Context: an optimization exercise on an open-source flow, tuned for small area, a short achievable clock period and few clock cycles. The choices shown serve that exercise and are no tape-out recipe. Function was checked by simulation only, so behaviour that the tests miss may differ from the original. No activity file was given, so power comes from the tool's default toggle rates.

Setup of build 11:
// sun
module sun(
    pclk,
    presetn,
    psels,
    penables,
    pwrites,
    paddrs,
    pwdatas,
    prdatas,
    preadys
);
Size: about 0.011 mm^2 of cells after synthesis.
clock: 80.0 ns
lec_check: 0
cap_margin: 20
core_margin: 2
core_utilization: 40
place_density: 0.6
slew_margin: 20
standard.sh (not shown) runs the stock make flow with config.mk's settings and CLKGATE_MAP_FILE= SYNTH_SCRIPT=/design/flow/synth_recipe.tcl, a recipe that flattens the netlist after the stock synthesis.
==> flow/flow/run.sh <==
#!/bin/bash
# Own layout flow: the standard flow (standard.sh) with two changes in how the
# layout is made:
#  - synthesis maps the logic with an area-oriented ABC script (flow/abc_area.script)
#    instead of ORFS's delay-oriented one; everything else in synthesis is unchanged,
#    so the registers (names, count, cells) are the standard synthesis's;
#  - the port buffers are sky130_fd_sc_hd__buf_2 cells.
# Each make run writes its full output to a log file in the work folder.
set -euo pipefail
W=$(pwd)
S="$W/scripts_area"
rm -rf "$S"
cp -r "$FLOW_HOME/scripts" "$S"
cp "$W/flow/abc_area.script" "$S/abc_speed.script"
bash standard.sh SCRIPTS_DIR="$S" synth > "$W/make_synth.log" 2>&1
bash standard.sh BUFFER_PORTS_ARGS="-buffer_cell sky130_fd_sc_hd__buf_2" finish > "$W/make_finish.log" 2>&1
==> flow/flow/abc_area.script <==
strash
dch -f
map -a
Per the final summary, build 11 finished and its layout is clean on timing, DRC and antenna.
Testbench counts of build 11, summed over its fixed seeds: cycles 19,920.
## Diff of input files: build 68 against build 11
- PLACE_DENSITY changed from 0.6 to 0.8
- CORE_UTILIZATION changed from 40 to 65
### Flow results
Area added between synthesis and finish: build 68 vs build 11 down 1.2 points. Build 68 — final wirelength 610 um lower, build 11 as reference. Global-route usage in build 68 vs build 11: up 11 points. Between build 68 and build 11, via count is lower for build 11, build 68 comes in above that. The static power due to leakage was comparable across build 68 and build 11. Build 68 against build 11: count of cells along the worst register-to-register path went up by 35%, number of antenna cells inserted went down by 1, clock group share of total power went up by 1.3 points, setup slack went up by 66 ps, design area went down by about 1%. Where placed wire-length estimate after detailed placement is concerned, build 11 is outperformed by build 68.
## Diff of input files: build 61 against build 68
- CTS_CLUSTER_SIZE: unset -> 50
- CORE_UTILIZATION: 65 -> 40
- PLACE_DENSITY: 0.8 -> 0.6
- CTS_CLUSTER_DIAMETER: unset -> 100
## What came out
First-iteration DRC count in build 61 vs build 68: down 225. Compared with build 68, in build 61 hold path depth went down by 1; least setup slack across all paths after layout down 66 ps. Arrival time of data at the critical path endpoint, build 61 and build 68: higher on build 61. Build 61: PASS, flow complete, no timing, DRC or antenna violations. Summary of build 61 over build 68: total number of vias lower, area overhead of the layout relative to synthesis higher.
For build 5, these inputs were changed with respect to build 61:
- CTS_CLUSTER_DIAMETER removed (was 100)
- ABC_AREA newly set to 1
- CTS_CLUSTER_SIZE removed (was 50)
- CTS_BUF_LIST newly set to sky130_fd_sc_hd__clkbuf_8
==> flow/run.sh (new file) <==
#!/bin/bash
# synth_recipe.tcl (not shown) runs the flow's synth.tcl, then flattens the netlist and writes it again
# the make line also repeats each setting of config.mk as NAME=value (left out here)
make -C /OpenROAD-flow-scripts/flow DESIGN_CONFIG=/design/flow/config.mk WORK_HOME=/design/flow/orfs CLKGATE_MAP_FILE= SYNTH_SCRIPT=/design/flow/synth_recipe.tcl finish
removed: flow/flow/run.sh
removed: flow/flow/abc_area.script
removed: flow/standard.sh
[summary]
Build 61 ended up with rd[0] as its critical path launch point; build 5 ended up with rd[20]. The run showing the greater final standard cell utilization of the core is build 61. The higher area added between synthesis and finish of build 5 and build 61 is in build 61. In the metrics for build 5 and build 61, the one carrying the lower setup slack on the worst flop-to-flop path is build 61. Build 5 ends up with higher share of the clock period used by the worst path than build 61 does. When the final numbers for build 5 and build 61 were put side by side, the combinational power turned out to be smaller in build 61.

* * *

Another version of the RTL of sun (not shown whole).
For scale: ~200 flip-flops, ~9600 um2 of cells after synthesis.
// sun
module sun(
    pclk,
    presetn,
    psels,
    penables,
    pwrites,
    paddrs,
    pwdatas,
    prdatas,
    preadys
);
Settings: LEC_CHECK=0, CAP_MARGIN=20, CORE_MARGIN=2, CORE_UTILIZATION=65, GPL_TIMING_DRIVEN=0, PLACE_DENSITY=0.85, SLEW_MARGIN=20; clock period 80.0 ns.
==> flow/flow/run.sh <==
#!/bin/bash
# Own layout flow: the standard flow (standard.sh) with these changes in how the
# layout is made:
#  - synthesis maps the logic with an area-oriented ABC script (flow/abc_area.script)
#    instead of ORFS's delay-oriented one, and skips the quick generic ABC pass inside
#    Yosys's synth (synth -noabc for the fine stage), so the full adders written in
#    the RTL reach Yosys's full-adder extraction as written. Everything else in
#    synthesis is unchanged, so the registers (names, count, cells) are the standard
#    synthesis's;
#  - the port buffers are sky130_fd_sc_hd__buf_1 cells;
#  - clock tree synthesis builds a plain H-tree (no sink clustering) of clkbuf_8 below a
#    clkbuf_16 root and adds no dummy loads.
# Each make run writes its full output to a log file in the work folder.
set -euo pipefail
W=$(pwd)
S="$W/scripts_area"
rm -rf "$S"
cp -r "$FLOW_HOME/scripts" "$S"
cp "$W/flow/abc_area.script" "$S/abc_speed.script"
sed -i 's/-run fine: {\*}\$synth_full_args/-run fine: -noabc {*}$synth_full_args/' "$S/synth.tcl"
grep -q -- '-run fine: -noabc' "$S/synth.tcl"
bash standard.sh SCRIPTS_DIR="$S" synth > "$W/make_synth.log" 2>&1
bash standard.sh BUFFER_PORTS_ARGS="-buffer_cell sky130_fd_sc_hd__buf_1" \
    CTS_ARGS="-repair_clock_nets -dont_use_dummy_load -root_buf sky130_fd_sc_hd__clkbuf_16 -buf_list sky130_fd_sc_hd__clkbuf_8" \
    finish > "$W/make_finish.log" 2>&1
==> flow/flow/abc_area.script <==
strash
dch -f
amap
Testbench counts at the start, summed over its fixed seeds: cycles 19,920.
Edit:
--- a/flow/flow/run.sh
+++ b/flow/flow/run.sh
@@ -22,4 +22,4 @@
 bash standard.sh SCRIPTS_DIR="$S" synth > "$W/make_synth.log" 2>&1
 bash standard.sh BUFFER_PORTS_ARGS="-buffer_cell sky130_fd_sc_hd__buf_1" \
-    CTS_ARGS="-repair_clock_nets -dont_use_dummy_load -root_buf sky130_fd_sc_hd__clkbuf_16 -buf_list sky130_fd_sc_hd__clkbuf_8" \
+    CTS_ARGS="-repair_clock_nets -dont_use_dummy_load" \
     finish > "$W/make_finish.log" 2>&1
--- a/flow/config.mk
+++ b/flow/config.mk
@@ -8,6 +8,6 @@
 export CAP_MARGIN = 20
 export CORE_MARGIN = 2
-export CORE_UTILIZATION = 65
+export CORE_UTILIZATION = 40
 export GPL_TIMING_DRIVEN = 0
-export PLACE_DENSITY = 0.85
+export PLACE_DENSITY = 0.6
 export SLEW_MARGIN = 20
The changed run ran to the end with no violations.
Global-route usage is lower by 11 points.
Worst hold slack degrades by 0.0073 ns.
Wire length climbs by a few percent.
Edit:
--- a/flow/flow/run.sh
+++ b/flow/flow/run.sh
@@ -22,4 +22,4 @@
 bash standard.sh SCRIPTS_DIR="$S" synth > "$W/make_synth.log" 2>&1
 bash standard.sh BUFFER_PORTS_ARGS="-buffer_cell sky130_fd_sc_hd__buf_1" \
-    CTS_ARGS="-repair_clock_nets -dont_use_dummy_load" \
+    CTS_ARGS="-repair_clock_nets -dont_use_dummy_load -root_buf sky130_fd_sc_hd__clkbuf_16 -buf_list sky130_fd_sc_hd__clkbuf_8" \
     finish > "$W/make_finish.log" 2>&1
--- a/flow/config.mk
+++ b/flow/config.mk
@@ -8,6 +8,7 @@
 export CAP_MARGIN = 20
 export CORE_MARGIN = 2
-export CORE_UTILIZATION = 40
+export CORE_UTILIZATION = 55
+export GPL_ROUTABILITY_DRIVEN = 0
 export GPL_TIMING_DRIVEN = 0
-export PLACE_DENSITY = 0.6
+export PLACE_DENSITY = 0.75
 export SLEW_MARGIN = 20
Effect: The new run produced a clean layout. Synthesized cell count does not change. Die area fell by 27%. Setup slack is better by 0.0088 ns. Area after synthesis stays the same. Sequential share of layout area increases by 1.3 points.
Edit:
--- a/flow/flow/run.sh
+++ b/flow/flow/run.sh
@@ -10,5 +10,8 @@
 #  - the port buffers are sky130_fd_sc_hd__buf_1 cells;
 #  - clock tree synthesis builds a plain H-tree (no sink clustering) of clkbuf_8 below a
-#    clkbuf_16 root and adds no dummy loads.
+#    clkbuf_16 root and adds no dummy loads;
+#  - the repair steps after placement and global routing do not use buffers or
+#    inverters of drive 8 and up (flow/no_big_buffers.tcl, sourced before each step's
+#    resizer starts).
 # Each make run writes its full output to a log file in the work folder.
 set -euo pipefail
@@ -21,4 +24,5 @@
 grep -q -- '-run fine: -noabc' "$S/synth.tcl"
 bash standard.sh SCRIPTS_DIR="$S" synth > "$W/make_synth.log" 2>&1
+PRE_RESIZE_TCL="$W/flow/no_big_buffers.tcl" PRE_GLOBAL_ROUTE_TCL="$W/flow/no_big_buffers.tcl" \
 bash standard.sh BUFFER_PORTS_ARGS="-buffer_cell sky130_fd_sc_hd__buf_1" \
     CTS_ARGS="-repair_clock_nets -dont_use_dummy_load -root_buf sky130_fd_sc_hd__clkbuf_16 -buf_list sky130_fd_sc_hd__clkbuf_8" \
==> flow/flow/no_big_buffers.tcl (new file) <==
set_dont_use {sky130_fd_sc_hd__buf_8 sky130_fd_sc_hd__buf_12 sky130_fd_sc_hd__buf_16 sky130_fd_sc_hd__bufinv_8 sky130_fd_sc_hd__bufinv_16 sky130_fd_sc_hd__inv_8 sky130_fd_sc_hd__inv_12 sky130_fd_sc_hd__inv_16}
--- a/flow/config.mk
+++ b/flow/config.mk
@@ -8,7 +8,6 @@
 export CAP_MARGIN = 20
 export CORE_MARGIN = 2
-export CORE_UTILIZATION = 55
-export GPL_ROUTABILITY_DRIVEN = 0
+export CORE_UTILIZATION = 40
 export GPL_TIMING_DRIVEN = 0
-export PLACE_DENSITY = 0.75
+export PLACE_DENSITY = 0.6
 export SLEW_MARGIN = 20
Result: The changed run completed with no timing, DRC or antenna violations; sequential power stays flat; total power barely changes; die area climbs by 36%; setup slack improved by 0.018 ns; hold slack improved by 0.0080 ns; area after synthesis stays the same; wire length climbs by 5.4%; count of clock-buffer cells in the layout stays the same; clock power climbs by about 2%.
Edit:
--- a/flow/flow/run.sh
+++ b/flow/flow/run.sh
@@ -10,8 +10,5 @@
 #  - the port buffers are sky130_fd_sc_hd__buf_1 cells;
 #  - clock tree synthesis builds a plain H-tree (no sink clustering) of clkbuf_8 below a
-#    clkbuf_16 root and adds no dummy loads;
-#  - the repair steps after placement and global routing do not use buffers or
-#    inverters of drive 8 and up (flow/no_big_buffers.tcl, sourced before each step's
-#    resizer starts).
+#    clkbuf_16 root and adds no dummy loads.
 # Each make run writes its full output to a log file in the work folder.
 set -euo pipefail
@@ -24,5 +21,4 @@
 grep -q -- '-run fine: -noabc' "$S/synth.tcl"
 bash standard.sh SCRIPTS_DIR="$S" synth > "$W/make_synth.log" 2>&1
-PRE_RESIZE_TCL="$W/flow/no_big_buffers.tcl" PRE_GLOBAL_ROUTE_TCL="$W/flow/no_big_buffers.tcl" \
 bash standard.sh BUFFER_PORTS_ARGS="-buffer_cell sky130_fd_sc_hd__buf_1" \
     CTS_ARGS="-repair_clock_nets -dont_use_dummy_load -root_buf sky130_fd_sc_hd__clkbuf_16 -buf_list sky130_fd_sc_hd__clkbuf_8" \
removed: flow/flow/no_big_buffers.tcl
- cell count is unchanged
- routed wire length goes down by 1.1%
- total power stays flat

[separate check: timing with driven ports]
The results above use ideal ports. As a check the final layouts listed here were re-extracted and re-timed, cells and wires unchanged. Step 1 sets driving cells, clkbuf_16 on the clock port and buf_2 on the other inputs (assumed; they add their load-dependent delay and slew). Step 2 adds t to the input delays and takes it off the output delays; t is the mean of the earliest and latest rising clock arrival at the registers after step 1. Input paths then give back, and output paths get back, about the clock's delay inside the block. Slacks: ideal ports / drivers / drivers and shift; pairs: ideal ports / drivers.
| run | t (ns) | slack for setup (ns) | worst setup path after step 2 | clock arrival spread, ns | worst slew at a driven data input, ns |
|---|---|---|---|---|---|
| build 11 | 0.486 | 62.964 / 62.918 / 63.171 | input to register | 0.015 / 0.015 | 0.05 |
| build 68 | 0.485 | 63.030 / 62.984 / 63.253 | input to register | 0.008 / 0.008 | 0.04 |
| build 61 | 0.486 | 62.964 / 62.918 / 63.171 | input to register | 0.015 / 0.015 | 0.05 |
| build 5 | 0.518 | 62.619 / 62.576 / 62.695 | input to register | 0.020 / 0.020 | 0.04 |
| the first run of note 2 | 0.425 | 63.039 / 63.002 / 62.970 | input to register | 0.030 / 0.030 | 0.03 |
| the second run of note 2 | 0.470 | 63.061 / 63.018 / 62.946 | input to register | 0.019 / 0.019 | 0.04 |
| the third run of note 2 | 0.424 | 63.069 / 63.023 / 62.997 | input to register | 0.026 / 0.026 | 0.03 |
| the fourth run of note 2 | 0.428 | 63.087 / 63.045 / 62.938 | input to register | 0.029 / 0.029 | 0.04 |
| the fifth run of note 2 | 0.425 | 63.091 / 63.048 / 62.962 | input to register | 0.033 / 0.033 | 0.04 |
After both steps every run listed still meets setup and hold. For the fourth run of note 2, which loses most, drivers alone change the setup slack by -0.042 ns; drivers and shift together by -0.149 ns.
